This is an optimization exercise on Yosys and OpenROAD, whose aim is small area, not a production implementation. No run shown here included a check of the RTL's function; only the layout flow was run. Power and IR drop assume default switching activity.

==> flow/design.v (outline; a module is shown in full before it is edited, if it fits) <==
// module alu_32: 1140 lines
// module alu_fa: 4 lines
// module alu_ha: 4 lines
// module alu_xor: 3 lines
// module alu_big: 3 lines
// module alu_dec: 6 lines
// module alu_gp: 4 lines
// module alu_g: 3 lines
// module alu_ppa: 275 lines
module alu_32(
    input clk, rst,
    input [31:0] a_in, b_in,
    input [3:0] select,
    output reg [31:0] y_out,
    output reg flag, carry_bit);
  // ...
==> flow/flow/run.sh <==
#!/bin/bash
# Layout flow: the standard ORFS flow (standard.sh, unchanged synthesis),
# with the port buffers made of the smallest buffer cell instead of the
# default delay buffer, and synthesis's buffers removed at floorplan so that
# the placer's repair rebuffers only the nets that need it. Each tool's
# output goes to a log in this folder.
set -euo pipefail
export BUFFER_PORTS_ARGS="-buffer_cell sky130_fd_sc_hd__buf_1"
export REMOVE_ABC_BUFFERS=1
bash standard.sh > standard.log 2>&1
==> flow/standard.sh <==
#!/bin/bash
# synth_recipe.tcl (not shown) runs the flow's synth.tcl, then flattens the netlist and writes it again
# the make line also repeats each setting of config.mk as NAME=value (left out here)
make -C /OpenROAD-flow-scripts/flow DESIGN_CONFIG=/design/flow/config.mk WORK_HOME=/design/flow/orfs CLKGATE_MAP_FILE= SYNTH_SCRIPT=/design/flow/synth_recipe.tcl "${@:-finish}"
==> flow/config.mk <==
export PLATFORM = sky130hd
export DESIGN_NAME = alu_32
export DESIGN_NICKNAME = alu_32
export VERILOG_FILES = /design/flow/design.v
export SDC_FILE = /design/flow/constraint.sdc
export NUM_CORES = 4
export LEC_CHECK = 0
export CAP_MARGIN = 20
export CORE_MARGIN = 2
export CORE_UTILIZATION = 40
export CTS_BUF_LIST = sky130_fd_sc_hd__clkbuf_8
export GPL_TIMING_DRIVEN = 0
export SLEW_MARGIN = 20
export SYNTH_HIERARCHICAL = 1
==> flow/constraint.sdc <==
create_clock -name core_clock -period 10.0 [get_ports {clk}]
set_input_delay 2.0000 -clock core_clock [delete_from_list [all_inputs] [get_ports {clk}]]
set_output_delay 2.0000 -clock core_clock [all_outputs]
set_load 0.01 [all_outputs]
==> run notes, run 1 <==
* Clock buf count at 6
* Post-synthesis cell count at 1637
* R2r setup slk at 9390 ps
* Met3 GRT Util at 6.26%
* Worst Reg-to-Reg Cells at 2
* Status: timing/DRC/antenna clean
* Slew headroom at 17.4%
* Worst IR drop on VDD at 0.0850 mV
* Main combinational cell family by area after synthesis: adder cells
* Hold path cells at 2
* DIE WIDTH at 197 um
* Total wire length at 53600 um
* Area growth, synth to finish at 8.81%
* Skew final at 0 ps
* Top layer in use: met5
* Adder-cell share of the synthesized area at 32.1%
* Yosys warning count at 7
* RSZ-0062 raised after global routing: false
* Die area at 38700 um^2
* IO Count at 104
* Fillers at 3579
* Clock net sink count at 34
* DR vias/cell at 6.49
* Clock tree root driver cell: clkbuf_8
* GRT overflow at 0
* Last element of the critical path: carry_bit
* Die Y at 197 um
* Final Max Tran Viols at 0
* Avg Cell Area, Syn at 9.07 um^2
* Worst Path Buf+Inv at 1
* Number of enable flip-flop cells after synthesis at 0
* Max reg flops at 32
* Sequential share of power at 11.1%
* Inverter count at 32
* Final WS setup at 299 ps
* Slowest stage cell on the critical path: a22o_1
* Hold Path Origin: carry_bit
* Met1 GRT Util at 36.7%
* Finished Layout Cells at 2066
==> inputs of run 2 (changes only) <==
==> flow/flow/run.sh (replaced) <==
#!/bin/bash
# Layout flow: the standard ORFS flow (standard.sh). Synthesis runs
# unchanged; the layout steps after it use the smallest buffer for the port
# buffers and leave the largest buffers out of timing/design repair. Each
# tool's output goes to a log in this folder.
set -euo pipefail
bash standard.sh synth > synth.log 2>&1
export BUFFER_PORTS_ARGS="-buffer_cell sky130_fd_sc_hd__buf_1"
export DONT_USE_CELLS="sky130_fd_sc_hd__buf_6 sky130_fd_sc_hd__buf_8 sky130_fd_sc_hd__buf_12 sky130_fd_sc_hd__buf_16 sky130_fd_sc_hd__bufinv_8 sky130_fd_sc_hd__bufinv_16"
bash standard.sh > standard.log 2>&1
--- a/flow/config.mk
+++ b/flow/config.mk
@@ -11,3 +11,2 @@
 export CTS_BUF_LIST = sky130_fd_sc_hd__clkbuf_8
-export GPL_TIMING_DRIVEN = 0
 export SLEW_MARGIN = 20
==> run notes, run 2 <==
* Final WS setup at 642 ps (was 299 ps)
* DRT antenna net count at 0 (unchanged)
* Crit path kind: primary input to register (unchanged)
* Final setup TNS at 0 ps (unchanged)
* Max Root-Sink Buffers at 2 (unchanged)
* Core Area at 36600 um^2 (unchanged)
* N_diodes at 0 (unchanged)
* Clock tree root driver cell: clkbuf_8 (unchanged)
* Share of the synthesized area in the top cell type at 27.2% (unchanged)
* Final Hold Viols at 0 (unchanged)
* WL/cell at 26.0 um (was 25.9 um)
* Hold Path End: carry_bit (unchanged)
* Top FF cell, synth: dfxtp_1 (unchanged)
* Total wire length at 54900 um (was 53600 um)
* Tcrit/Tclk final at 93.6% (was 97.0%)
* Number of buffers added on ports at 103 (unchanged)
* Status: timing/DRC/antenna clean (unchanged)
* Avg Cell Area, Syn at 9.07 um^2 (unchanged)
* Max-Cap Viols at 0 (unchanged)
* Largest register by flop count: y_out (unchanged)
* Post-synthesis cell count at 1637 (unchanged)
* Initial antenna violation count at 0 (was 1)
* Worst Tran Pin Value at 1160 ps (was 1240 ps)
* HP Class: register to register (unchanged)
* Pre-CTS WS at 478 ps (was 37.1 ps)
* Max reg flops at 32 (unchanged)
* Max Freq at 0.107 GHz (was 0.103 GHz)
* Hold path cells at 2 (unchanged)
* Vias at 13.4k (about the same)
* First-pass GRT wire length at 83300 um (was 83500 um)
* R2r setup slk at 9390 ps (about the same)
* Worst IR drop on VDD at 0.116 mV (was 0.0850 mV)
* Top-count cell post-synth: xnor2_1 (unchanged)
* Clock slew at reported path FFs at 90 ps (was 80 ps)
* Share of layout cells above drive strength 1 at 8.33% (was 7.95%)
* Die Y at 197 um (unchanged)
* Initial Util at 40.6% (unchanged)
* Vias in the first global route at 13.5k (was 13.8k)
* Worst EP required at 10210 ps (was 10220 ps)
* Leakage Power at 6.90 nW (was 6.86 nW)
* Placed insts at 2105 (was 2058)
* Mapped cell area at 14900 um^2 (unchanged)
* Main combinational cell family by area after synthesis: adder cells (unchanged)
* WHS at 521 ps (was 517 ps)
* Yosys top cell by area: fa_1 (unchanged)
* Number of enable flip-flop cells after synthesis at 0 (unchanged)
* TritonCTS Buffers at 5 (unchanged)
* Final #Nets at 1973 (was 1926)
* Yosys warning count at 7 (unchanged)
* RSZ-0062 raised after global routing: false (unchanged)
* DR vias/cell at 6.32 (was 6.49)
* Skew final at 0 ps (unchanged)
* Post-cts sizing count at 0 (unchanged)
* Post-Synth Simple-Gate Area at 9.16% (unchanged)
* Crit start category: primary input (unchanged)
* Worst flop-to-flop path endpoint: carry_bit (unchanged)
* Hold Path Origin: carry_bit (unchanged)
* Tmin final at 9360 ps (was 9700 ps)
* Cts-stage hold buffer count at 0 (unchanged)
* Pwr dens at 93.8 nW/um^2 (was 88.3 nW/um^2)
* GRT overflow at 0 (unchanged)
* Sequential fraction of the synthesis area at 4.58% (unchanged)
* TritonCTS clock tree: built (unchanged)
* Async S/R FF share, synth at 0% (unchanged)
* Reg2reg start: carry_bit (unchanged)
* IO Count at 104 (unchanged)
* Final core area utilization at 43.2% (was 44.1%)
* Synth Area in XOR/XNOR at 22.1% (unchanged)
* Largest cells by area after synthesis: fa_1 (27%), xnor2_1 (16%), a22oi_1 (12%) (unchanged)
* # setup viols final at 0 (unchanged)
* Area growth, synth to finish at 6.56% (was 8.81%)
* FF+latch count, synth at 34 (unchanged)
* CP Capture Type: register (unchanged)
* Gr usage total at 28.2% (was 28.1%)
* CP arrival at 9560 ps (was 9920 ps)
* Clock net sink count at 34 (unchanged)
* Site Rows at 70 (unchanged)
* Post-synthesis mux area share at 0.211% (unchanged)
* Final Max Tran Viols at 0 (unchanged)
* Detailed placement HPWL at 41100 um (was 39800 um)
* Finished Layout Cells at 2113 (was 2066)
* Top flop regs: y_out x32, carry_bit x1, flag x1 (unchanged)
* Compound-Gate Fraction of Synth Area at 24.4% (unchanged)
* Most frequent cells after synthesis: xnor2_1 (273), a22oi_1 (228), fa_1 (202), nand2_1 (139), buf_2 (107) (unchanged)
* Worst Reg-to-Reg Cells at 2 (unchanged)
* Slew headroom at 23.0% (was 17.4%)
* Post-CTS Setup Inserts at 0 (unchanged)
* Largest net degree at the start of global routing at 42 (was 65)
* Most frequent cells in the layout: xnor2_1 (273), a22oi_1 (228), fa_1 (202) (unchanged)
* Die area at 38700 um^2 (unchanged)
* 1st-pass router iterations at 8 (was 7)
* DRC at 0 (unchanged)
* Routability congestion estimate at 0.954 (was 0.920)
* DIE WIDTH at 197 um (unchanged)
* Later-pin clock latency in the skew report at 300 ps (was 340 ps)
* H-tree depth at 2 (unchanged)
* Yosys cell types at 53 (unchanged)
* Initial DRC count at 1720 (was 1680)
* Commonest non-fill, non-tap cell in the layout: xnor2_1 (unchanged)
* Worst-path fanout max at 17 (was 22)
* Adder-cell share of the synthesized area at 32.1% (unchanged)
-- run 2: cell counts after synthesis --
Identical to the previous run, type by type.
-- run 2: final cells by class --
class / count / area, um^2
Fill cell: 3654 / 20800
Inverter: 32 / 120
Multi-Input combinational cell: 1371 / 13200
Timing Repair Buffer: 200 / 1130
Clock inverter: 3 / 68.8
Sequential cell: 34 / 681
Clock buffer: 5 / 68.8
Tap cell: 468 / 586
-- run 2: worst max-delay path, stage by stage --
cell and delay, ps:
buf_1 480, or3b_1 400, a21o_1 490, nor2_8 410
a22o_1 360, buf_4 280, a222oi_1 150, xnor2_1 260
fa_1 480, fa_1 500, fa_1 410, fa_1 510
fa_1 420, ha_1 330, a21o_1 190, a21o_1 180
a21o_1 150, a21o_1 270, a21o_1 230, a21o_1 180
a21o_1 160, xor2_1 220, a32o_1 250, a211o_1 210
-- run 2: worst max path at each step --
stage	start	endpoint	slack, ps	depth (start not counted)
6_report	select[2]	y_out[2]	640	24
5_1_grt	select[2]	y_out[2]	390	24
4_1_cts	select[2]	carry_bit	790	24
3_5_place_dp	select[2]	y_out[2]	480	24
3_3_place_gp	select[2]	carry_bit	460	23
2_1_floorplan	select[2]	flag	1750	25
-- run 2: cells by family (layout without fill, tap and decap cells) --
family / after synthesis / count (layout)
buf+inv: 232 / 240
xor+xnor: 375 / 375
compound gates: 477 / 477
simple gates: 256 / 256
flops: 34 / 34
fa+ha+maj: 260 / 260
mux: 3 / 3
-- run 2: where the power goes --
| group | internal, mW | leakage (nW) | total (mW) | switching (mW) |
|---|---|---|---|---|
| clock | 0.100 | 0.0683 | 0.163 | 0.0628 |
| combinational | 0.415 | 6.56 | 1.16 | 0.748 |
| sequential | 0.153 | 0.278 | 0.158 | 0.00517 |
-- run 2: routing by layer --
metal | vias up | track usage, % | wire length [um]
met4 | 0 | 8.55 | 1620
met2 | 736 | 45.4 | 25300
met1 | 6723 | 38.5 | 22800
met5 | - | 0 | 0
li1 | 5799 | - | -
met3 | 105 | 5.36 | 5120
-- run 2: stage by stage --
stage,power [mW],area (um^2)
after floorplan,0.902,14900
after global placement,1.30,15700
after detailed placement,1.31,15700
after CTS,1.48,15800
after global routing,1.58,15800
final,1.48,15800
-- run 2: modules after synthesis, one instance, submodules excluded, a selection --
module	flip-flops and latches	times used
alu_fa	0	202
alu_gp	0	18
alu_32	34	1
alu_dec	0	1
alu_g	0	25
alu_xor	0	55
alu_ha	0	57

what the ideal ports hide:
How much do the figures lean on ideal ports? The routed layouts below were timed once more, with nothing changed but the port constraints.
Step 1, drivers: a clkbuf_16 drives clk and a buf_2 each remaining input, both assumed.
Step 2, shift: input delay + t, output delay - t, t = (earliest + latest rising clock arrival at the registers) / 2. This alone moves slack from input paths to output paths.
Slacks: ideal ports / drivers / drivers and shift; pairs: ideal ports / drivers.
run	t (ns)	setup slack, ns	worst setup path at the end	slew at the worst register clock pin (ns)
run 1	0.386	0.299 / 0.305 / -0.080	input to register	0.08 / 0.08
run 2	0.333	0.642 / 0.647 / 0.314	input to register	0.09 / 0.09
Met with ideal ports but missed after step 2: setup timing in run 1. For run 1, which loses most, drivers alone change the setup slack by +0.006 ns; drivers and shift together by -0.379 ns.
